Background: an optimization exercise with open tools, aiming at small area and a short achievable clock period. Do not read the settings as production practice.
The RTL of this run was laid out without a check of its function.
No activity file was given, so power comes from the tool's default toggle rates.

==> flow/design.v <==
module mac (
    input  logic clk,
    input  logic rst,
    input  logic signed [15:0] a_in,
    input  logic signed [15:0] b_in,
    input  logic acc_clear,
    output logic acc_out_valid,
    output logic signed [34:0] acc_out
);
logic [15:0] a_r;
logic [7:0] one_r, two_r, neg_r;
wire  [16:0] bx = {b_in, 1'b0};
integer k;
always_ff @(posedge clk) begin
    for (k = 0; k < 8; k = k + 1) begin
        one_r[k] <= bx[2*k+1] ^ bx[2*k];
        two_r[k] <= (bx[2*k+2] & ~bx[2*k+1] & ~bx[2*k]) | (~bx[2*k+2] & bx[2*k+1] & bx[2*k]);
        neg_r[k] <= bx[2*k+2];
    end
    a_r <= rst ? 16'd0 : a_in;
end
wire [17:0] ax = {a_r[15], a_r, 1'b0};
wire [16:0] pp0;
wire [16:0] pp1;
wire [16:0] pp2;
wire [16:0] pp3;
wire [16:0] pp4;
wire [16:0] pp5;
wire [16:0] pp6;
wire [16:0] pp7;
genvar gi, gj;
generate for (gj = 0; gj < 8; gj = gj + 1) begin : g_pp
    for (gi = 0; gi < 17; gi = gi + 1) begin : g_bit
        wire v = (one_r[gj] & ax[gi+1]) | (two_r[gj] & ax[gi]);
        if (gj == 0) assign pp0[gi] = v ^ neg_r[0];
        if (gj == 1) assign pp1[gi] = v ^ neg_r[1];
        if (gj == 2) assign pp2[gi] = v ^ neg_r[2];
        if (gj == 3) assign pp3[gi] = v ^ neg_r[3];
        if (gj == 4) assign pp4[gi] = v ^ neg_r[4];
        if (gj == 5) assign pp5[gi] = v ^ neg_r[5];
        if (gj == 6) assign pp6[gi] = v ^ neg_r[6];
        if (gj == 7) assign pp7[gi] = v ^ neg_r[7];
    end
end endgenerate
logic [34:0] acc_s;
logic [26:0] acc_cr;
wire  [34:0] acc_c;
logic [1:0] t;
wire hold = acc_out_valid & ~acc_clear;
wire [34:0] acc_in_s = acc_clear ? 35'd0 : acc_s;
wire [34:0] acc_in_c = acc_clear ? 35'd0 : acc_c;
assign acc_c = {acc_cr[26], 1'b0, acc_cr[25], 1'b0, acc_cr[24], 1'b0, acc_cr[23], acc_cr[22], acc_cr[21], acc_cr[20], acc_cr[19], acc_cr[18], acc_cr[17], acc_cr[16], acc_cr[15], acc_cr[14], acc_cr[13], acc_cr[12], acc_cr[11], acc_cr[10], acc_cr[9], acc_cr[8], acc_cr[7], acc_cr[6], acc_cr[5], acc_cr[4], acc_cr[3], 1'b0, acc_cr[2], 1'b0, acc_cr[1], 1'b0, acc_cr[0], 1'b0, 1'b0};
wire acc_in_sn19;
mac_nclr u_nc19 (.a(acc_s[19]), .clr(acc_clear), .y(acc_in_sn19));
wire acc_in_sn21;
mac_nclr u_nc21 (.a(acc_s[21]), .clr(acc_clear), .y(acc_in_sn21));
wire acc_in_sn23;
mac_nclr u_nc23 (.a(acc_s[23]), .clr(acc_clear), .y(acc_in_sn23));
wire acc_in_sn25;
mac_nclr u_nc25 (.a(acc_s[25]), .clr(acc_clear), .y(acc_in_sn25));
wire acc_in_sn27;
mac_nclr u_nc27 (.a(acc_s[27]), .clr(acc_clear), .y(acc_in_sn27));
wire acc_in_sn29;
mac_nclr u_nc29 (.a(acc_s[29]), .clr(acc_clear), .y(acc_in_sn29));
wire acc_in_sn31;
mac_nclr u_nc31 (.a(acc_s[31]), .clr(acc_clear), .y(acc_in_sn31));
wire acc_in_sn32;
mac_nclr u_nc32 (.a(acc_s[32]), .clr(acc_clear), .y(acc_in_sn32));
wire acc_in_sn33;
mac_nclr u_nc33 (.a(acc_s[33]), .clr(acc_clear), .y(acc_in_sn33));
wire acc_in_sn34;
mac_nclr u_nc34 (.a(acc_s[34]), .clr(acc_clear), .y(acc_in_sn34));
wire s0, c0, s1, c1, s2, c2, s3, c3, s4, c4, s5, c5, s6, c6, s7, c7, s8, c8, s9, c9, s10, c10, s11, c11, s12, c12, s13, c13, s14, c14, s15, c15, s16, c16, s17, c17, s18, c18, s19, c19, s20, c20, s21, c21, s22, c22, s23, c23, s24, c24, s25, c25, s26, c26, s27, c27, s28, c28, s29, c29, s30, c30, s31, c31, s32, c32, s33, c33, s34, c34, s35, c35, s36, c36, s37, c37, s38, c38, s39, c39, s40, c40, s41, c41, s42, c42, s43, c43, s44, c44, s45, c45, s46, c46, s47, c47, s48, c48, s49, c49, s50, c50, s51, c51, s52, c52, s53, c53, s54, c54, s55, c55, s56, c56, s57, c57, s58, c58, s59, c59, s60, c60, s61, c61, s62, c62, s63, c63, s64, c64, s65, c65, s66, c66, s67, c67, s68, c68, s69, c69, s70, c70, s71, c71, s72, c72, s73, c73, s74, c74, s75, c75, s76, c76, s77, c77, s78, c78, s79, c79, s80, c80, s81, c81, s82, c82, s83, c83, s84, c84, s85, c85, s86, c86, s87, c87, s88, c88, s89, c89, s90, c90, s91, c91, s92, c92, s93, c93, s94, c94, s95, c95, s96, c96, s97, c97, s98, c98, s99, c99, s100, c100, s101, c101, s102, c102, s103, c103, s104, c104, s105, c105, s106, c106, s107, c107, s108, c108, s109, c109, s110, c110, s111, c111, s112, c112, s113, c113, s114, c114, s115, c115, s116, c116, s117, c117, s118, c118, s119, c119, s120, c120, s121, c121, s122, c122, s123, c123, s124, c124, s125, c125, s126, c126, s127, c127, s128, c128, s129, c129, s130, c130, s131, c131, s132, c132, s133, c133, s134, c134, s135, c135, s136, c136, s137, c137, s138, c138, s139, c139, s140, c140, s141, c141, s142, c142, s143, c143, s144, c144, s145, c145, s146, c146, s147, c147, s148, c148, s149, c149, s150, c150, s151, c151, s152, c152, s153, c153;
mac_ha u_ha0 (.a(neg_r[0]), .b(pp0[0]), .s(s0), .co(c0));
mac_ha u_ha1 (.a(pp0[1]), .b(c0), .s(s1), .co(c1));
mac_fa u_fa2 (.a(neg_r[1]), .b(pp0[2]), .c(pp1[0]), .s(s2), .co(c2));
mac_fa u_fa3 (.a(s2), .b(c1), .c(acc_in_s[2]), .s(s3), .co(c3));
mac_fa u_fa4 (.a(pp0[3]), .b(pp1[1]), .c(c2), .s(s4), .co(c4));
mac_ha u_ha5 (.a(s4), .b(acc_in_s[3]), .s(s5), .co(c5));
mac_fa u_fa6 (.a(neg_r[2]), .b(pp0[4]), .c(pp1[2]), .s(s6), .co(c6));
mac_fa u_fa7 (.a(pp2[0]), .b(s6), .c(c4), .s(s7), .co(c7));
mac_fa u_fa8 (.a(acc_in_s[4]), .b(acc_in_c[4]), .c(c5), .s(s8), .co(c8));
mac_fa u_fa9 (.a(pp0[5]), .b(pp1[3]), .c(pp2[1]), .s(s9), .co(c9));
mac_fa u_fa10 (.a(c6), .b(s9), .c(acc_in_s[5]), .s(s10), .co(c10));
mac_ha u_ha11 (.a(c7), .b(s10), .s(s11), .co(c11));
mac_fa u_fa12 (.a(neg_r[3]), .b(pp0[6]), .c(pp1[4]), .s(s12), .co(c12));
mac_fa u_fa13 (.a(pp2[2]), .b(pp3[0]), .c(c9), .s(s13), .co(c13));
mac_fa u_fa14 (.a(s12), .b(s13), .c(acc_in_s[6]), .s(s14), .co(c14));
mac_fa u_fa15 (.a(acc_in_c[6]), .b(c10), .c(s14), .s(s15), .co(c15));
mac_fa u_fa16 (.a(pp0[7]), .b(pp1[5]), .c(pp2[3]), .s(s16), .co(c16));
mac_fa u_fa17 (.a(pp3[1]), .b(c12), .c(s16), .s(s17), .co(c17));
mac_fa u_fa18 (.a(c13), .b(acc_in_s[7]), .c(s17), .s(s18), .co(c18));
mac_ha u_ha19 (.a(c14), .b(s18), .s(s19), .co(c19));
mac_fa u_fa20 (.a(neg_r[4]), .b(pp0[8]), .c(pp1[6]), .s(s20), .co(c20));
mac_fa u_fa21 (.a(pp2[4]), .b(pp3[2]), .c(pp4[0]), .s(s21), .co(c21));
mac_fa u_fa22 (.a(c16), .b(s20), .c(s21), .s(s22), .co(c22));
mac_fa u_fa23 (.a(c17), .b(acc_in_s[8]), .c(acc_in_c[8]), .s(s23), .co(c23));
mac_fa u_fa24 (.a(s22), .b(c18), .c(s23), .s(s24), .co(c24));
mac_fa u_fa25 (.a(pp0[9]), .b(pp1[7]), .c(pp2[5]), .s(s25), .co(c25));
mac_fa u_fa26 (.a(pp3[3]), .b(pp4[1]), .c(c20), .s(s26), .co(c26));
mac_fa u_fa27 (.a(c21), .b(s25), .c(s26), .s(s27), .co(c27));
mac_fa u_fa28 (.a(c22), .b(acc_in_s[9]), .c(acc_in_c[9]), .s(s28), .co(c28));
mac_fa u_fa29 (.a(c23), .b(s27), .c(s28), .s(s29), .co(c29));
mac_fa u_fa30 (.a(neg_r[5]), .b(pp0[10]), .c(pp1[8]), .s(s30), .co(c30));
mac_fa u_fa31 (.a(pp2[6]), .b(pp3[4]), .c(pp4[2]), .s(s31), .co(c31));
mac_fa u_fa32 (.a(pp5[0]), .b(c25), .c(s30), .s(s32), .co(c32));
mac_fa u_fa33 (.a(s31), .b(c26), .c(acc_in_s[10]), .s(s33), .co(c33));
mac_fa u_fa34 (.a(acc_in_c[10]), .b(s32), .c(c27), .s(s34), .co(c34));
mac_fa u_fa35 (.a(c28), .b(s33), .c(s34), .s(s35), .co(c35));
mac_fa u_fa36 (.a(pp0[11]), .b(pp1[9]), .c(pp2[7]), .s(s36), .co(c36));
mac_fa u_fa37 (.a(pp3[5]), .b(pp4[3]), .c(pp5[1]), .s(s37), .co(c37));
mac_fa u_fa38 (.a(c30), .b(c31), .c(s36), .s(s38), .co(c38));
mac_fa u_fa39 (.a(s37), .b(c32), .c(acc_in_s[11]), .s(s39), .co(c39));
mac_fa u_fa40 (.a(acc_in_c[11]), .b(s38), .c(c33), .s(s40), .co(c40));
mac_fa u_fa41 (.a(s39), .b(c34), .c(s40), .s(s41), .co(c41));
mac_fa u_fa42 (.a(neg_r[6]), .b(pp0[12]), .c(pp1[10]), .s(s42), .co(c42));
mac_fa u_fa43 (.a(pp2[8]), .b(pp3[6]), .c(pp4[4]), .s(s43), .co(c43));
mac_fa u_fa44 (.a(pp5[2]), .b(pp6[0]), .c(c36), .s(s44), .co(c44));
mac_fa u_fa45 (.a(c37), .b(s42), .c(s43), .s(s45), .co(c45));
mac_fa u_fa46 (.a(s44), .b(c38), .c(acc_in_s[12]), .s(s46), .co(c46));
mac_fa u_fa47 (.a(acc_in_c[12]), .b(s45), .c(c39), .s(s47), .co(c47));
mac_fa u_fa48 (.a(s46), .b(c40), .c(s47), .s(s48), .co(c48));
mac_fa u_fa49 (.a(pp0[13]), .b(pp1[11]), .c(pp2[9]), .s(s49), .co(c49));
mac_fa u_fa50 (.a(pp3[7]), .b(pp4[5]), .c(pp5[3]), .s(s50), .co(c50));
mac_fa u_fa51 (.a(pp6[1]), .b(c42), .c(c43), .s(s51), .co(c51));
mac_fa u_fa52 (.a(s49), .b(s50), .c(c44), .s(s52), .co(c52));
mac_fa u_fa53 (.a(s51), .b(c45), .c(acc_in_s[13]), .s(s53), .co(c53));
mac_fa u_fa54 (.a(acc_in_c[13]), .b(s52), .c(c46), .s(s54), .co(c54));
mac_fa u_fa55 (.a(s53), .b(c47), .c(s54), .s(s55), .co(c55));
mac_fa u_fa56 (.a(neg_r[7]), .b(pp0[14]), .c(pp1[12]), .s(s56), .co(c56));
mac_fa u_fa57 (.a(pp2[10]), .b(pp3[8]), .c(pp4[6]), .s(s57), .co(c57));
mac_fa u_fa58 (.a(pp5[4]), .b(pp6[2]), .c(pp7[0]), .s(s58), .co(c58));
mac_fa u_fa59 (.a(c49), .b(c50), .c(s56), .s(s59), .co(c59));
mac_fa u_fa60 (.a(s57), .b(s58), .c(c51), .s(s60), .co(c60));
mac_fa u_fa61 (.a(acc_in_s[14]), .b(acc_in_c[14]), .c(s59), .s(s61), .co(c61));
mac_fa u_fa62 (.a(c52), .b(s60), .c(c53), .s(s62), .co(c62));
mac_fa u_fa63 (.a(s61), .b(c54), .c(s62), .s(s63), .co(c63));
mac_fa u_fa64 (.a(pp0[15]), .b(pp1[13]), .c(pp2[11]), .s(s64), .co(c64));
mac_fa u_fa65 (.a(pp3[9]), .b(pp4[7]), .c(pp5[5]), .s(s65), .co(c65));
mac_fa u_fa66 (.a(pp6[3]), .b(pp7[1]), .c(c56), .s(s66), .co(c66));
mac_fa u_fa67 (.a(c57), .b(c58), .c(s64), .s(s67), .co(c67));
mac_fa u_fa68 (.a(s65), .b(s66), .c(c59), .s(s68), .co(c68));
mac_fa u_fa69 (.a(acc_in_s[15]), .b(acc_in_c[15]), .c(s67), .s(s69), .co(c69));
mac_fa u_fa70 (.a(c60), .b(c61), .c(s68), .s(s70), .co(c70));
mac_fa u_fa71 (.a(s69), .b(c62), .c(s70), .s(s71), .co(c71));
mac_fa u_fa72 (.a(pp0[16]), .b(pp1[14]), .c(pp2[12]), .s(s72), .co(c72));
mac_fa u_fa73 (.a(pp3[10]), .b(pp4[8]), .c(pp5[6]), .s(s73), .co(c73));
mac_fa u_fa74 (.a(pp6[4]), .b(pp7[2]), .c(c64), .s(s74), .co(c74));
mac_fa u_fa75 (.a(c65), .b(s72), .c(s73), .s(s75), .co(c75));
mac_fa u_fa76 (.a(c66), .b(s74), .c(c67), .s(s76), .co(c76));
mac_fa u_fa77 (.a(acc_in_s[16]), .b(acc_in_c[16]), .c(s75), .s(s77), .co(c77));
mac_fa u_fa78 (.a(c68), .b(c69), .c(s76), .s(s78), .co(c78));
mac_fa u_fa79 (.a(s77), .b(c70), .c(s78), .s(s79), .co(c79));
mac_fa u_fa80 (.a(pp0[16]), .b(pp1[15]), .c(pp2[13]), .s(s80), .co(c80));
mac_fa u_fa81 (.a(pp3[11]), .b(pp4[9]), .c(pp5[7]), .s(s81), .co(c81));
mac_fa u_fa82 (.a(pp6[5]), .b(pp7[3]), .c(c72), .s(s82), .co(c82));
mac_fa u_fa83 (.a(c73), .b(s80), .c(s81), .s(s83), .co(c83));
mac_fa u_fa84 (.a(c74), .b(s82), .c(c75), .s(s84), .co(c84));
mac_fa u_fa85 (.a(acc_in_s[17]), .b(acc_in_c[17]), .c(s83), .s(s85), .co(c85));
mac_fa u_fa86 (.a(c76), .b(c77), .c(s84), .s(s86), .co(c86));
mac_fa u_fa87 (.a(s85), .b(c78), .c(s86), .s(s87), .co(c87));
mac_fa u_fa88 (.a(~pp0[16]), .b(~pp1[16]), .c(pp2[14]), .s(s88), .co(c88));
mac_fa u_fa89 (.a(pp3[12]), .b(pp4[10]), .c(pp5[8]), .s(s89), .co(c89));
mac_fa u_fa90 (.a(pp6[6]), .b(pp7[4]), .c(c80), .s(s90), .co(c90));
mac_fa u_fa91 (.a(c81), .b(s88), .c(s89), .s(s91), .co(c91));
mac_fa u_fa92 (.a(c82), .b(s90), .c(c83), .s(s92), .co(c92));
mac_fa u_fa93 (.a(acc_in_s[18]), .b(acc_in_c[18]), .c(s91), .s(s93), .co(c93));
mac_fa u_fa94 (.a(c84), .b(c85), .c(s92), .s(s94), .co(c94));
mac_fa u_fa95 (.a(s93), .b(c86), .c(s94), .s(s95), .co(c95));
mac_fa u_fa96 (.a(pp2[15]), .b(pp3[13]), .c(pp4[11]), .s(s96), .co(c96));
mac_fa u_fa97 (.a(pp5[9]), .b(pp6[7]), .c(pp7[5]), .s(s97), .co(c97));
mac_fa u_fa98 (.a(c88), .b(c89), .c(s96), .s(s98), .co(c98));
mac_fa u_fa99 (.a(s97), .b(c90), .c(c91), .s(s99), .co(c99));
mac_fa u_fa100 (.a(acc_in_sn19), .b(acc_in_c[19]), .c(s98), .s(s100), .co(c100));
mac_fa u_fa101 (.a(c92), .b(c93), .c(s99), .s(s101), .co(c101));
mac_fa u_fa102 (.a(s100), .b(c94), .c(s101), .s(s102), .co(c102));
mac_fa u_fa103 (.a(~pp2[16]), .b(pp3[14]), .c(pp4[12]), .s(s103), .co(c103));
mac_fa u_fa104 (.a(pp5[10]), .b(pp6[8]), .c(pp7[6]), .s(s104), .co(c104));
mac_fa u_fa105 (.a(c96), .b(c97), .c(s103), .s(s105), .co(c105));
mac_fa u_fa106 (.a(s104), .b(c98), .c(acc_in_s[20]), .s(s106), .co(c106));
mac_fa u_fa107 (.a(acc_in_c[20]), .b(acc_in_s[19]), .c(s105), .s(s107), .co(c107));
mac_fa u_fa108 (.a(c99), .b(c100), .c(s106), .s(s108), .co(c108));
mac_fa u_fa109 (.a(s107), .b(c101), .c(s108), .s(s109), .co(c109));
mac_fa u_fa110 (.a(pp3[15]), .b(pp4[13]), .c(pp5[11]), .s(s110), .co(c110));
mac_fa u_fa111 (.a(pp6[9]), .b(pp7[7]), .c(c103), .s(s111), .co(c111));
mac_fa u_fa112 (.a(c104), .b(s110), .c(s111), .s(s112), .co(c112));
mac_fa u_fa113 (.a(c105), .b(acc_in_sn21), .c(acc_in_c[21]), .s(s113), .co(c113));
mac_fa u_fa114 (.a(c106), .b(c107), .c(s112), .s(s114), .co(c114));
mac_fa u_fa115 (.a(s113), .b(c108), .c(s114), .s(s115), .co(c115));
mac_fa u_fa116 (.a(~pp3[16]), .b(pp4[14]), .c(pp5[12]), .s(s116), .co(c116));
mac_fa u_fa117 (.a(pp6[10]), .b(pp7[8]), .c(c110), .s(s117), .co(c117));
mac_fa u_fa118 (.a(s116), .b(c111), .c(s117), .s(s118), .co(c118));
mac_fa u_fa119 (.a(acc_in_s[22]), .b(acc_in_c[22]), .c(acc_in_s[21]), .s(s119), .co(c119));
mac_fa u_fa120 (.a(c112), .b(c113), .c(s118), .s(s120), .co(c120));
mac_fa u_fa121 (.a(s119), .b(c114), .c(s120), .s(s121), .co(c121));
mac_fa u_fa122 (.a(pp4[15]), .b(pp5[13]), .c(pp6[11]), .s(s122), .co(c122));
mac_fa u_fa123 (.a(pp7[9]), .b(c116), .c(s122), .s(s123), .co(c123));
mac_fa u_fa124 (.a(c117), .b(acc_in_sn23), .c(acc_in_c[23]), .s(s124), .co(c124));
mac_fa u_fa125 (.a(s123), .b(c118), .c(c119), .s(s125), .co(c125));
mac_fa u_fa126 (.a(s124), .b(c120), .c(s125), .s(s126), .co(c126));
mac_fa u_fa127 (.a(~pp4[16]), .b(pp5[14]), .c(pp6[12]), .s(s127), .co(c127));
mac_fa u_fa128 (.a(pp7[10]), .b(c122), .c(s127), .s(s128), .co(c128));
mac_fa u_fa129 (.a(c123), .b(acc_in_s[24]), .c(acc_in_c[24]), .s(s129), .co(c129));
mac_fa u_fa130 (.a(acc_in_s[23]), .b(s128), .c(c124), .s(s130), .co(c130));
mac_fa u_fa131 (.a(s129), .b(c125), .c(s130), .s(s131), .co(c131));
mac_fa u_fa132 (.a(pp5[15]), .b(pp6[13]), .c(pp7[11]), .s(s132), .co(c132));
mac_fa u_fa133 (.a(c127), .b(s132), .c(c128), .s(s133), .co(c133));
mac_fa u_fa134 (.a(acc_in_sn25), .b(acc_in_c[25]), .c(c129), .s(s134), .co(c134));
mac_fa u_fa135 (.a(s133), .b(c130), .c(s134), .s(s135), .co(c135));
mac_fa u_fa136 (.a(~pp5[16]), .b(pp6[14]), .c(pp7[12]), .s(s136), .co(c136));
mac_fa u_fa137 (.a(c132), .b(s136), .c(acc_in_s[26]), .s(s137), .co(c137));
mac_fa u_fa138 (.a(acc_in_c[26]), .b(acc_in_s[25]), .c(c133), .s(s138), .co(c138));
mac_fa u_fa139 (.a(s137), .b(c134), .c(s138), .s(s139), .co(c139));
mac_fa u_fa140 (.a(pp6[15]), .b(pp7[13]), .c(c136), .s(s140), .co(c140));
mac_fa u_fa141 (.a(s140), .b(acc_in_sn27), .c(acc_in_c[27]), .s(s141), .co(c141));
mac_fa u_fa142 (.a(c137), .b(s141), .c(c138), .s(s142), .co(c142));
mac_fa u_fa143 (.a(~pp6[16]), .b(pp7[14]), .c(c140), .s(s143), .co(c143));
mac_fa u_fa144 (.a(acc_in_s[28]), .b(acc_in_c[28]), .c(acc_in_s[27]), .s(s144), .co(c144));
mac_fa u_fa145 (.a(s143), .b(c141), .c(s144), .s(s145), .co(c145));
mac_fa u_fa146 (.a(pp7[15]), .b(acc_in_sn29), .c(c143), .s(s146), .co(c146));
mac_ha u_ha147 (.a(c144), .b(s146), .s(s147), .co(c147));
mac_fa u_fa148 (.a(~pp7[16]), .b(acc_in_s[30]), .c(acc_in_c[30]), .s(s148), .co(c148));
mac_fa u_fa149 (.a(acc_in_s[29]), .b(s148), .c(c146), .s(s149), .co(c149));
mac_ha u_ha150 (.a(acc_in_sn31), .b(c148), .s(s150), .co(c150));
mac_fa u_fa151 (.a(acc_in_sn32), .b(acc_in_c[32]), .c(acc_in_s[31]), .s(s151), .co(c151));
mac_ha u_ha152 (.a(acc_in_sn33), .b(acc_in_s[32]), .s(s152), .co(c152));
mac_fa u_fa153 (.a(acc_in_sn34), .b(acc_in_c[34]), .c(acc_in_s[33]), .s(s153), .co(c153));
wire [34:0] rx = {c152, s152, c150, s150, c147, s147, c142, c139, c135, c131, c126, c121, c115, c109, c102, c95, c87, c79, c71, c63, c55, c48, c41, c35, c29, c24, c19, s19, c11, s11, s7, s5, acc_in_c[2], s1, s0};
wire [34:0] ry = {s153, c151, s151, c149, s149, c145, s145, s142, s139, s135, s131, s126, s121, s115, s109, s102, s95, s87, s79, s71, s63, s55, s48, s41, s35, s29, s24, c15, s15, c8, s8, c3, s3, acc_in_s[1], acc_in_s[0]};
wire [34:0] nxt_s;
wire [34:0] nxt_c;
wire [34:0] bp = rx ^ ry;
wire [34:0] bg = rx & ry;
wire [35:0] bc;
assign bc[0] = 1'b0;
assign nxt_s[0] = bp[0];
assign bc[1] = bg[0];
mac_xor u_bx1 (.a(bp[1]), .b(bc[1]), .y(nxt_s[1]));
assign bc[2] = 1'b0;
assign nxt_s[2] = bp[2];
assign bc[3] = bg[2];
mac_xor u_bx3 (.a(bp[3]), .b(bc[3]), .y(nxt_s[3]));
assign bc[4] = 1'b0;
assign nxt_s[4] = bp[4];
assign bc[5] = bg[4];
mac_xor u_bx5 (.a(bp[5]), .b(bc[5]), .y(nxt_s[5]));
assign bc[6] = 1'b0;
assign nxt_s[6] = bp[6];
assign bc[7] = bg[6];
mac_xor u_bx7 (.a(bp[7]), .b(bc[7]), .y(nxt_s[7]));
assign bc[8] = 1'b0;
assign nxt_s[8] = bp[8];
assign bc[9] = 1'b0;
assign nxt_s[9] = bp[9];
assign bc[10] = 1'b0;
assign nxt_s[10] = bp[10];
assign bc[11] = 1'b0;
assign nxt_s[11] = bp[11];
assign bc[12] = 1'b0;
assign nxt_s[12] = bp[12];
assign bc[13] = 1'b0;
assign nxt_s[13] = bp[13];
assign bc[14] = 1'b0;
assign nxt_s[14] = bp[14];
assign bc[15] = 1'b0;
assign nxt_s[15] = bp[15];
assign bc[16] = 1'b0;
assign nxt_s[16] = bp[16];
assign bc[17] = 1'b0;
assign nxt_s[17] = bp[17];
assign bc[18] = 1'b0;
assign nxt_s[18] = bp[18];
assign bc[19] = 1'b0;
assign nxt_s[19] = bp[19];
assign bc[20] = 1'b0;
assign nxt_s[20] = bp[20];
assign bc[21] = 1'b0;
assign nxt_s[21] = bp[21];
assign bc[22] = 1'b0;
assign nxt_s[22] = bp[22];
assign bc[23] = 1'b0;
assign nxt_s[23] = bp[23];
assign bc[24] = 1'b0;
assign nxt_s[24] = bp[24];
assign bc[25] = 1'b0;
assign nxt_s[25] = bp[25];
assign bc[26] = 1'b0;
assign nxt_s[26] = bp[26];
assign bc[27] = 1'b0;
assign nxt_s[27] = bp[27];
assign bc[28] = 1'b0;
assign nxt_s[28] = bp[28];
assign bc[29] = bg[28];
mac_xor u_bx29 (.a(bp[29]), .b(bc[29]), .y(nxt_s[29]));
assign bc[30] = 1'b0;
assign nxt_s[30] = bp[30];
assign bc[31] = bg[30];
mac_xor u_bx31 (.a(bp[31]), .b(bc[31]), .y(nxt_s[31]));
assign bc[32] = 1'b0;
assign nxt_s[32] = bp[32];
assign bc[33] = bg[32];
mac_xor u_bx33 (.a(bp[33]), .b(bc[33]), .y(nxt_s[33]));
assign bc[34] = 1'b0;
assign nxt_s[34] = bp[34];
assign nxt_c[0] = 1'b0;
assign nxt_c[1] = 1'b0;
assign nxt_c[2] = bg[1] | (bp[1] & bc[1]);
assign nxt_c[3] = 1'b0;
assign nxt_c[4] = bg[3] | (bp[3] & bc[3]);
assign nxt_c[5] = 1'b0;
assign nxt_c[6] = bg[5] | (bp[5] & bc[5]);
assign nxt_c[7] = 1'b0;
assign nxt_c[8] = bg[7] | (bp[7] & bc[7]);
assign nxt_c[9] = bg[8];
assign nxt_c[10] = bg[9];
assign nxt_c[11] = bg[10];
assign nxt_c[12] = bg[11];
assign nxt_c[13] = bg[12];
assign nxt_c[14] = bg[13];
assign nxt_c[15] = bg[14];
assign nxt_c[16] = bg[15];
assign nxt_c[17] = bg[16];
assign nxt_c[18] = bg[17];
assign nxt_c[19] = bg[18];
assign nxt_c[20] = bg[19];
assign nxt_c[21] = bg[20];
assign nxt_c[22] = bg[21];
assign nxt_c[23] = bg[22];
assign nxt_c[24] = bg[23];
assign nxt_c[25] = bg[24];
assign nxt_c[26] = bg[25];
assign nxt_c[27] = bg[26];
assign nxt_c[28] = bg[27];
assign nxt_c[29] = 1'b0;
assign nxt_c[30] = bg[29] | (bp[29] & bc[29]);
assign nxt_c[31] = 1'b0;
assign nxt_c[32] = bg[31] | (bp[31] & bc[31]);
assign nxt_c[33] = 1'b0;
assign nxt_c[34] = bg[33] | (bp[33] & bc[33]);
wire [26:0] nxt_cr = {nxt_c[34], nxt_c[32], nxt_c[30], nxt_c[28], nxt_c[27], nxt_c[26], nxt_c[25], nxt_c[24], nxt_c[23], nxt_c[22], nxt_c[21], nxt_c[20], nxt_c[19], nxt_c[18], nxt_c[17], nxt_c[16], nxt_c[15], nxt_c[14], nxt_c[13], nxt_c[12], nxt_c[11], nxt_c[10], nxt_c[9], nxt_c[8], nxt_c[6], nxt_c[4], nxt_c[2]};
always_ff @(posedge clk) begin
    if (rst) begin
        acc_s <= '0; acc_cr <= '0; acc_out_valid <= 1'b0; t <= 2'd0;
    end else if (acc_clear) begin
        acc_s <= nxt_s; acc_cr <= nxt_cr; t <= 2'd1; acc_out_valid <= 1'b0;
    end else if (!acc_out_valid) begin
        acc_s <= nxt_s; acc_cr <= nxt_cr; t <= t + 2'd1; acc_out_valid <= (t == 2'd3);
    end
end
wire ao0 = &acc_s[1:0];
wire ao1 = &acc_s[3:2];
wire ao2 = &acc_s[5:4];
wire ao3 = &acc_s[7:6];
wire ao4 = &acc_s[8:8];
wire ao5 = &acc_s[9:9];
wire ao6 = &acc_s[10:10];
wire ao7 = &acc_s[11:11];
wire ao8 = &acc_s[12:12];
wire ao9 = &acc_s[13:13];
wire ao10 = &acc_s[14:14];
wire ao11 = &acc_s[15:15];
wire ao12 = &acc_s[16:16];
wire ao13 = &acc_s[17:17];
wire ao14 = &acc_s[18:18];
wire ao15 = &acc_s[19:19];
wire ao16 = &acc_s[20:20];
wire ao17 = &acc_s[21:21];
wire ao18 = &acc_s[22:22];
wire ao19 = &acc_s[23:23];
wire ao20 = &acc_s[24:24];
wire ao21 = &acc_s[25:25];
wire ao22 = &acc_s[26:26];
wire ao23 = &acc_s[27:27];
wire ao24 = &acc_s[29:28];
wire ao25 = &acc_s[31:30];
wire ao26 = &acc_s[33:32];
wire ao27 = &acc_s[34:34];
wire xg0 = acc_c[4] | (ao1 & acc_c[2]);
wire xp0 = ao1 & ao0;
wire xg1 = acc_c[8] | (ao3 & acc_c[6]);
wire xp1 = ao3 & ao2;
wire xg2 = acc_c[10] | (ao5 & acc_c[9]);
wire xp2 = ao5 & ao4;
wire xg3 = acc_c[12] | (ao7 & acc_c[11]);
wire xp3 = ao7 & ao6;
wire xg4 = acc_c[14] | (ao9 & acc_c[13]);
wire xp4 = ao9 & ao8;
wire xg5 = acc_c[16] | (ao11 & acc_c[15]);
wire xp5 = ao11 & ao10;
wire xg6 = acc_c[18] | (ao13 & acc_c[17]);
wire xp6 = ao13 & ao12;
wire xg7 = acc_c[20] | (ao15 & acc_c[19]);
wire xp7 = ao15 & ao14;
wire xg8 = acc_c[22] | (ao17 & acc_c[21]);
wire xp8 = ao17 & ao16;
wire xg9 = acc_c[24] | (ao19 & acc_c[23]);
wire xp9 = ao19 & ao18;
wire xg10 = acc_c[26] | (ao21 & acc_c[25]);
wire xp10 = ao21 & ao20;
wire xg11 = acc_c[28] | (ao23 & acc_c[27]);
wire xp11 = ao23 & ao22;
wire xg12 = acc_c[32] | (ao25 & acc_c[30]);
wire xp12 = ao25 & ao24;
wire xg13 = acc_c[6] | (ao2 & xg0);
wire xp13 = ao2 & xp0;
wire xg14 = xg1 | (xp1 & xg0);
wire xp14 = xp1 & xp0;
wire xg15 = acc_c[11] | (ao6 & xg2);
wire xp15 = ao6 & xp2;
wire xg16 = xg3 | (xp3 & xg2);
wire xp16 = xp3 & xp2;
wire xg17 = acc_c[15] | (ao10 & xg4);
wire xp17 = ao10 & xp4;
wire xg18 = xg5 | (xp5 & xg4);
wire xp18 = xp5 & xp4;
wire xg19 = acc_c[19] | (ao14 & xg6);
wire xp19 = ao14 & xp6;
wire xg20 = xg7 | (xp7 & xg6);
wire xp20 = xp7 & xp6;
wire xg21 = acc_c[23] | (ao18 & xg8);
wire xp21 = ao18 & xp8;
wire xg22 = xg9 | (xp9 & xg8);
wire xp22 = xp9 & xp8;
wire xg23 = acc_c[27] | (ao22 & xg10);
wire xp23 = ao22 & xp10;
wire xg24 = xg11 | (xp11 & xg10);
wire xp24 = xp11 & xp10;
wire xg25 = acc_c[34] | (ao26 & xg12);
wire xp25 = ao26 & xp12;
wire xg26 = acc_c[9] | (ao4 & xg14);
wire xp26 = ao4 & xp14;
wire xg27 = xg2 | (xp2 & xg14);
wire xp27 = xp2 & xp14;
wire xg28 = xg15 | (xp15 & xg14);
wire xp28 = xp15 & xp14;
wire xg29 = xg16 | (xp16 & xg14);
wire xp29 = xp16 & xp14;
wire xg30 = acc_c[17] | (ao12 & xg18);
wire xp30 = ao12 & xp18;
wire xg31 = xg6 | (xp6 & xg18);
wire xp31 = xp6 & xp18;
wire xg32 = xg19 | (xp19 & xg18);
wire xp32 = xp19 & xp18;
wire xg33 = xg20 | (xp20 & xg18);
wire xp33 = xp20 & xp18;
wire xg34 = acc_c[25] | (ao20 & xg22);
wire xp34 = ao20 & xp22;
wire xg35 = xg10 | (xp10 & xg22);
wire xp35 = xp10 & xp22;
wire xg36 = xg23 | (xp23 & xg22);
wire xp36 = xp23 & xp22;
wire xg37 = xg24 | (xp24 & xg22);
wire xp37 = xp24 & xp22;
wire xg38 = acc_c[13] | (ao8 & xg29);
wire xp38 = ao8 & xp29;
wire xg39 = xg4 | (xp4 & xg29);
wire xp39 = xp4 & xp29;
wire xg40 = xg17 | (xp17 & xg29);
wire xp40 = xp17 & xp29;
wire xg41 = xg18 | (xp18 & xg29);
wire xp41 = xp18 & xp29;
wire xg42 = xg30 | (xp30 & xg29);
wire xp42 = xp30 & xp29;
wire xg43 = xg31 | (xp31 & xg29);
wire xp43 = xp31 & xp29;
wire xg44 = xg32 | (xp32 & xg29);
wire xp44 = xp32 & xp29;
wire xg45 = xg33 | (xp33 & xg29);
wire xp45 = xp33 & xp29;
wire xg46 = acc_c[30] | (ao24 & xg37);
wire xp46 = ao24 & xp37;
wire xg47 = xg12 | (xp12 & xg37);
wire xp47 = xp12 & xp37;
wire xg48 = xg25 | (xp25 & xg37);
wire xp48 = xp25 & xp37;
wire xg49 = acc_c[21] | (ao16 & xg45);
wire xp49 = ao16 & xp45;
wire xg50 = xg8 | (xp8 & xg45);
wire xp50 = xp8 & xp45;
wire xg51 = xg21 | (xp21 & xg45);
wire xp51 = xp21 & xp45;
wire xg52 = xg22 | (xp22 & xg45);
wire xp52 = xp22 & xp45;
wire xg53 = xg34 | (xp34 & xg45);
wire xp53 = xp34 & xp45;
wire xg54 = xg35 | (xp35 & xg45);
wire xp54 = xp35 & xp45;
wire xg55 = xg36 | (xp36 & xg45);
wire xp55 = xp36 & xp45;
wire xg56 = xg37 | (xp37 & xg45);
wire xp56 = xp37 & xp45;
wire xg57 = xg46 | (xp46 & xg45);
wire xp57 = xp46 & xp45;
wire xg58 = xg47 | (xp47 & xg45);
wire xp58 = xp47 & xp45;
wire xg59 = xg48 | (xp48 & xg45);
wire xp59 = xp48 & xp45;
wire ci0 = 1'b0;
mac_xor u_xo0 (.a(acc_s[0]), .b(ci0), .y(acc_out[0]));
mac_xor u_xo1 (.a(acc_s[1]), .b(ci0 & acc_s[0]), .y(acc_out[1]));
wire ci1 = acc_c[2];
mac_xor u_xo2 (.a(acc_s[2]), .b(ci1), .y(acc_out[2]));
mac_xor u_xo3 (.a(acc_s[3]), .b(ci1 & acc_s[2]), .y(acc_out[3]));
wire ci2 = xg0;
mac_xor u_xo4 (.a(acc_s[4]), .b(ci2), .y(acc_out[4]));
mac_xor u_xo5 (.a(acc_s[5]), .b(ci2 & acc_s[4]), .y(acc_out[5]));
wire ci3 = xg13;
mac_xor u_xo6 (.a(acc_s[6]), .b(ci3), .y(acc_out[6]));
mac_xor u_xo7 (.a(acc_s[7]), .b(ci3 & acc_s[6]), .y(acc_out[7]));
wire ci4 = xg14;
mac_xor u_xo8 (.a(acc_s[8]), .b(ci4), .y(acc_out[8]));
wire ci5 = xg26;
mac_xor u_xo9 (.a(acc_s[9]), .b(ci5), .y(acc_out[9]));
wire ci6 = xg27;
mac_xor u_xo10 (.a(acc_s[10]), .b(ci6), .y(acc_out[10]));
wire ci7 = xg28;
mac_xor u_xo11 (.a(acc_s[11]), .b(ci7), .y(acc_out[11]));
wire ci8 = xg29;
mac_xor u_xo12 (.a(acc_s[12]), .b(ci8), .y(acc_out[12]));
wire ci9 = xg38;
mac_xor u_xo13 (.a(acc_s[13]), .b(ci9), .y(acc_out[13]));
wire ci10 = xg39;
mac_xor u_xo14 (.a(acc_s[14]), .b(ci10), .y(acc_out[14]));
wire ci11 = xg40;
mac_xor u_xo15 (.a(acc_s[15]), .b(ci11), .y(acc_out[15]));
wire ci12 = xg41;
mac_xor u_xo16 (.a(acc_s[16]), .b(ci12), .y(acc_out[16]));
wire ci13 = xg42;
mac_xor u_xo17 (.a(acc_s[17]), .b(ci13), .y(acc_out[17]));
wire ci14 = xg43;
mac_xor u_xo18 (.a(acc_s[18]), .b(ci14), .y(acc_out[18]));
wire ci15 = xg44;
mac_xor u_xo19 (.a(acc_s[19]), .b(ci15), .y(acc_out[19]));
wire ci16 = xg45;
mac_xor u_xo20 (.a(acc_s[20]), .b(ci16), .y(acc_out[20]));
wire ci17 = xg49;
mac_xor u_xo21 (.a(acc_s[21]), .b(ci17), .y(acc_out[21]));
wire ci18 = xg50;
mac_xor u_xo22 (.a(acc_s[22]), .b(ci18), .y(acc_out[22]));
wire ci19 = xg51;
mac_xor u_xo23 (.a(acc_s[23]), .b(ci19), .y(acc_out[23]));
wire ci20 = xg52;
mac_xor u_xo24 (.a(acc_s[24]), .b(ci20), .y(acc_out[24]));
wire ci21 = xg53;
mac_xor u_xo25 (.a(acc_s[25]), .b(ci21), .y(acc_out[25]));
wire ci22 = xg54;
mac_xor u_xo26 (.a(acc_s[26]), .b(ci22), .y(acc_out[26]));
wire ci23 = xg55;
mac_xor u_xo27 (.a(acc_s[27]), .b(ci23), .y(acc_out[27]));
wire ci24 = xg56;
mac_xor u_xo28 (.a(acc_s[28]), .b(ci24), .y(acc_out[28]));
mac_xor u_xo29 (.a(acc_s[29]), .b(ci24 & acc_s[28]), .y(acc_out[29]));
wire ci25 = xg57;
mac_xor u_xo30 (.a(acc_s[30]), .b(ci25), .y(acc_out[30]));
mac_xor u_xo31 (.a(acc_s[31]), .b(ci25 & acc_s[30]), .y(acc_out[31]));
wire ci26 = xg58;
mac_xor u_xo32 (.a(acc_s[32]), .b(ci26), .y(acc_out[32]));
mac_xor u_xo33 (.a(acc_s[33]), .b(ci26 & acc_s[32]), .y(acc_out[33]));
wire ci27 = xg59;
mac_xor u_xo34 (.a(acc_s[34]), .b(ci27), .y(acc_out[34]));
endmodule
module mac_fa (input logic a, input logic b, input logic c, output logic s, output logic co);
    assign s = a ^ b ^ c;
    assign co = (a & b) | (c & (a ^ b));
endmodule
module mac_ha (input logic a, input logic b, output logic s, output logic co);
    assign s = a ^ b;
    assign co = a & b;
endmodule
module mac_nclr (input logic a, input logic clr, output logic y);
    assign y = ~a | clr;
endmodule
module mac_xor (input logic a, input logic b, output logic y);
    assign y = a ^ b;
endmodule
==> flow/flow/run.sh <==
#!/bin/bash
# Standard ORFS layout (the standard.sh, standard synthesis unchanged); the only
# difference is the cell used for the port buffers that buffer_ports inserts.
set -euo pipefail
export BUFFER_PORTS_ARGS="-buffer_cell sky130_fd_sc_hd__buf_2"
bash standard.sh > standard_flow.log 2>&1
==> flow/standard.sh <==
#!/bin/bash
# synth_recipe.tcl (not shown) runs the flow's synth.tcl, then flattens the netlist and writes it again
# the make line also repeats each setting of config.mk as NAME=value (left out here)
make -C /OpenROAD-flow-scripts/flow DESIGN_CONFIG=/design/flow/config.mk WORK_HOME=/design/flow/orfs CLKGATE_MAP_FILE= SYNTH_SCRIPT=/design/flow/synth_recipe.tcl "${@:-finish}"
==> flow/config.mk <==
export PLATFORM = sky130hd
export DESIGN_NAME = mac
export DESIGN_NICKNAME = mac
export VERILOG_FILES = /design/flow/design.v
export SDC_FILE = /design/flow/constraint.sdc
export NUM_CORES = 4
export LEC_CHECK = 0
export CAP_MARGIN = 20
export CORE_MARGIN = 2
export CORE_UTILIZATION = 40
export SETUP_SLACK_MARGIN = 4.5
export SLEW_MARGIN = 60
export SYNTH_HIERARCHICAL = 1
export SYNTH_MINIMUM_KEEP_SIZE = 0
export TNS_END_PERCENT = 0
==> flow/constraint.sdc <==
create_clock -name core_clock -period 7.5 [get_ports {clk}]
set_input_delay 1.5000 -clock core_clock [delete_from_list [all_inputs] [get_ports {clk}]]
set_output_delay 1.5000 -clock core_clock [all_outputs]
set_load 0.01 [all_outputs]
==> flow_summary.json <==
{
  "status": "complete, no violations",
  "swShare": 0.446,
  "syn_avg_cell_area_um2": 9.64,
  "num_vias": 7933,
  "grt_overflow": 0,
  "synth_compound_area_frac": 0.156,
  "clockPowerShare": 0.118,
  "finalSetupViolCount": 0,
  "wire_per_inst_um": 18.3,
  "power_leakage_nw": 4.66,
  "ir_drop_uv": 179,
  "portBuffers": 70,
  "final_layout_size_suffix_gt1_frac": 0.155,
  "via_per_inst": 5.50,
  "ys_seq_area_frac": 0.197,
  "die_h_um": 167,
  "clk_latency_ns": 0.37,
  "muxShareOfSynthArea": 0.000940,
  "synth_xor_area_frac": 0.154,
  "grt_pass1_wl_um": 42600,
  "cap_viol_max_count": 0,
  "fmax_mhz": 248,
  "cts.sinks": 105,
  "grt.total_usage": 0.192,
  "cp-start-kind": "register",
  "synth_top_family_by_area": "adder cells",
  "power_density_nw_per_um2": 374,
  "synth-seq-cells": 105,
  "cp.arrival_ns": 2.53,
  "final_common_cell": "fa_1",
  "crit_path_cell_trace": "and4_4 > a32oi_4 > o211ai_4 > a41oi_4 > o31ai_4 > nor2_2 > o31ai_4 > xor2_1 > buf_2",
  "antenna_found_initial": 0,
  "post-route-period-util": 0.538,
  "rsz0062_at_grt": "yes",
  "syn_area_um2": 10600,
  "dr.first_iter.drc_count": 483,
  "grt_start_max_net_pins": 82,
  "wirelength_um": 26400,
  "gp_congestion": 0.838,
  "synth.distinct_cells": 41,
  "p_int_mw": 2.41,
  "cpMaxStageDelayCell": "dfxtp_4",
  "design.core.area_um2": 26100,
  "antenna_cells": 0,
  "cts-htree-levels": 3,
  "slowest_delay_ns": 0.36,
  "path_common_cell": "o31ai_4",
  "power_switching_mw": 1.95,
  "ys.warnings.count": 7,
  "p_comb_frac": 0.660,
  "yosys.area.top_type": "fa_1",
  "ant_nets": 0,
  "hold_viol": 0,
  "hold_path_class": "register to register",
  "worstPathRequired_ns": 6.00,
  "area_delta_synth_final_pct": 9.51,
  "synth-simple-area-share": 0.130,
  "async_reset_ff_frac": 0,
  "worst_pin_slew_ns": 0.542,
  "die_area_um2": 27900,
  "fin_nets": 1326,
  "tns_ns": 0,
  "synth_top_area_share": 0.275,
  "initial_core_util": 0.407,
  "grt_pass1_vias": 7915,
  "finalWorstPathRequiredPeriod_ns": 4.03,
  "synth_fa_ha_area_frac": 0.325,
  "clkTransAtPathRegs_ns": 0.08,
  "final_cell_mix": "fa_1 (144), xnor2_1 (130), nand2_1 (127), a22oi_1 (120), nor2b_1 (79)",
  "synthCells": 1104,
  "root_buffer": "clkbuf_16",
  "crit_fanout": 3,
  "cts_buffers": 9,
  "synthTopCellsByArea": "fa_1 (27%), dfxtp_1 (20%), xnor2_1 (11%), a22oi_1 (8.5%), ha_1 (5.1%)",
  "die_x_um": 167,
  "cts_max_path_buffers": 2,
  "ys.flop_type": "dfxtp_1",
  "worstSetupEndpointType": "primary output",
  "skew_ns": 0.0106,
  "power_frac_seq": 0.222,
  "slew_viol_final": 0,
  "dpl.hpwl_um": 18600,
  "rows": 59,
  "timing.slew.headroom": 0.639,
  "first_pass_iters": 16,
  "io_pins": 71,
  "route.detailed.drc": 0,
  "synth_edf_count": 0,
  "worstSetupPathType": "register to primary output",
  "tritoncts": "done",
  "final_util": 0.446
}
stage by stage:
step | setup slack (ns) | cell area [um^2] | hold WS [ns] | std cells | total power [mW]
after floorplan | 3.72 | 10700 | 0.440 | 1105 | 3.09
after global placement | 2.94 | 11100 | 0.460 | 1415 | 3.81
after detailed placement | 2.87 | 11200 | 0.465 | 1415 | 3.87
after CTS | 3.39 | 11600 | 0.476 | 1438 | 4.43
after global routing | 3.35 | 11700 | 0.511 | 1442 | 4.89
final | 3.47 | 11700 | 0.472 | 1442 | 4.36
area by class of cell:
type	instances	area, um^2
tap	335	419
timing repair buffer	87	495
multi-input combinational	896	8230
inverter	3	11.3
sequential	105	2190
clock buffer	11	253
fill	2512	14500
clock inverter	5	61.3
logic make-up after synthesis:
family                   Yosys count
XOR/XNOR                         187
flip-flops                       105
other                              1
AND/OR/NAND/NOR                  277
AO/OA/AOI/OAI                    240
multiplexers                       1
buffers and inverters            104
adder cells (fa/ha/maj)          189
cell usage after synthesis, types with 10 or more instances:
| library cell | n |
|---|---|
| nor3_1 | 10 |
| nor2_1 | 16 |
| nor2b_1 | 81 |
| xor2_1 | 56 |
| clkbuf_1 | 100 |
| fa_1 | 146 |
| dfxtp_1 | 105 |
| nand2b_1 | 19 |
| a21o_1 | 14 |
| a21oi_1 | 64 |
| a22oi_1 | 120 |
| o21ai_0 | 18 |
| xnor2_1 | 131 |
| ha_1 | 43 |
| nand2_1 | 127 |
worst paths after layout:
kind,from,to,slack (ns),cells after the start
worst max-delay path,acc_s[7],acc_out[34],3.47,9
worst min-delay path,acc_cr[23],acc_cr[23],0.47,2
worst min register to register,acc_cr[23],acc_cr[23],0.47,2
worst max register to register,one_r[0],acc_s[19],3.51,11
registers in the layout, summed over array words and instances (netlist names):
| signal | cells |
|---|---|
| two_r | 8 |
| acc_cr | 27 |
| acc_out_valid | 1 |
| t | 2 |
| acc_s | 35 |
| neg_r | 8 |
| one_r | 8 |
| a_r | 16 |
power groups by stage:
stage,Clock [mW],Combinational (mW),Sequential (mW)
2_1_floorplan,0,2.25,0.843
3_3_place_gp,0,2.83,0.977
3_5_place_dp,0,2.89,0.979
4_1_cts,0.523,2.94,0.966
5_1_grt,0.552,3.34,0.998
6_report,0.513,2.88,0.969
per-module statistics from Yosys (local to each module, per instance):
module	flops+latches	cells inside	cell area, um^2
mac	105	898	7190
mac_fa	0	1	20.0
mac_ha	0	1	12.5
mac_xor	0	1	8.76
mac_nclr	0	1	6.26
what timing repair did:
| item | in CTS | in global routing |
|---|---|---|
| setup endpoints to repair | 86 | 86 |
| pin swaps | 8 | 8 |
| gates cloned | 0 | 0 |
| hold buffers | 0 | 0 |
| buffers inserted | 7 | 3 |
| gates resized for setup | 20 | 7 |
critical path: cells and delay by family (launching register included):
| kind | cells | cell delay [ns] |
|---|---|---|
| and+or+nand+nor | 2 | 0.32 |
| xor gates and xnor gates | 1 | 0.16 |
| AOI/OAI and AO/OA | 5 | 1.16 |
| buffers and inverters | 1 | 0.14 |
| DFF | 1 | 0.36 |
per-layer routing:
layer  routed length (um)  global-route usage
met1                10800               0.241
met2                13900               0.338
met3                 1000              0.0312
met4                  650              0.0586
met5                    0                   0

==> re-timing with driven ports <==
No port has a modelled driver above. Below, the same layout with a new extraction and two added sets of constraints.
Step 1 (the two cells are an assumption about what drives the block):
set clk [get_ports {clk}]
set_driving_cell -lib_cell sky130_fd_sc_hd__clkbuf_16 $clk
set_driving_cell -lib_cell sky130_fd_sc_hd__buf_2 [delete_from_list [all_inputs] $clk]
Step 2, shift: input delay + t, output delay - t, t = (earliest + latest rising clock arrival at the registers) / 2. This alone moves slack from input paths to output paths.
a / b / c = ideal / step 1 / step 2; a / b = the first two.
t (ns): 0.409
slack for setup (ns): 3.466 / 3.419 / 3.221
pins driven straight from the clock port: 1
After both steps this run still meets setup and hold. The setup slack of this run moves by -0.047 ns with the drivers and by -0.245 ns with both steps.
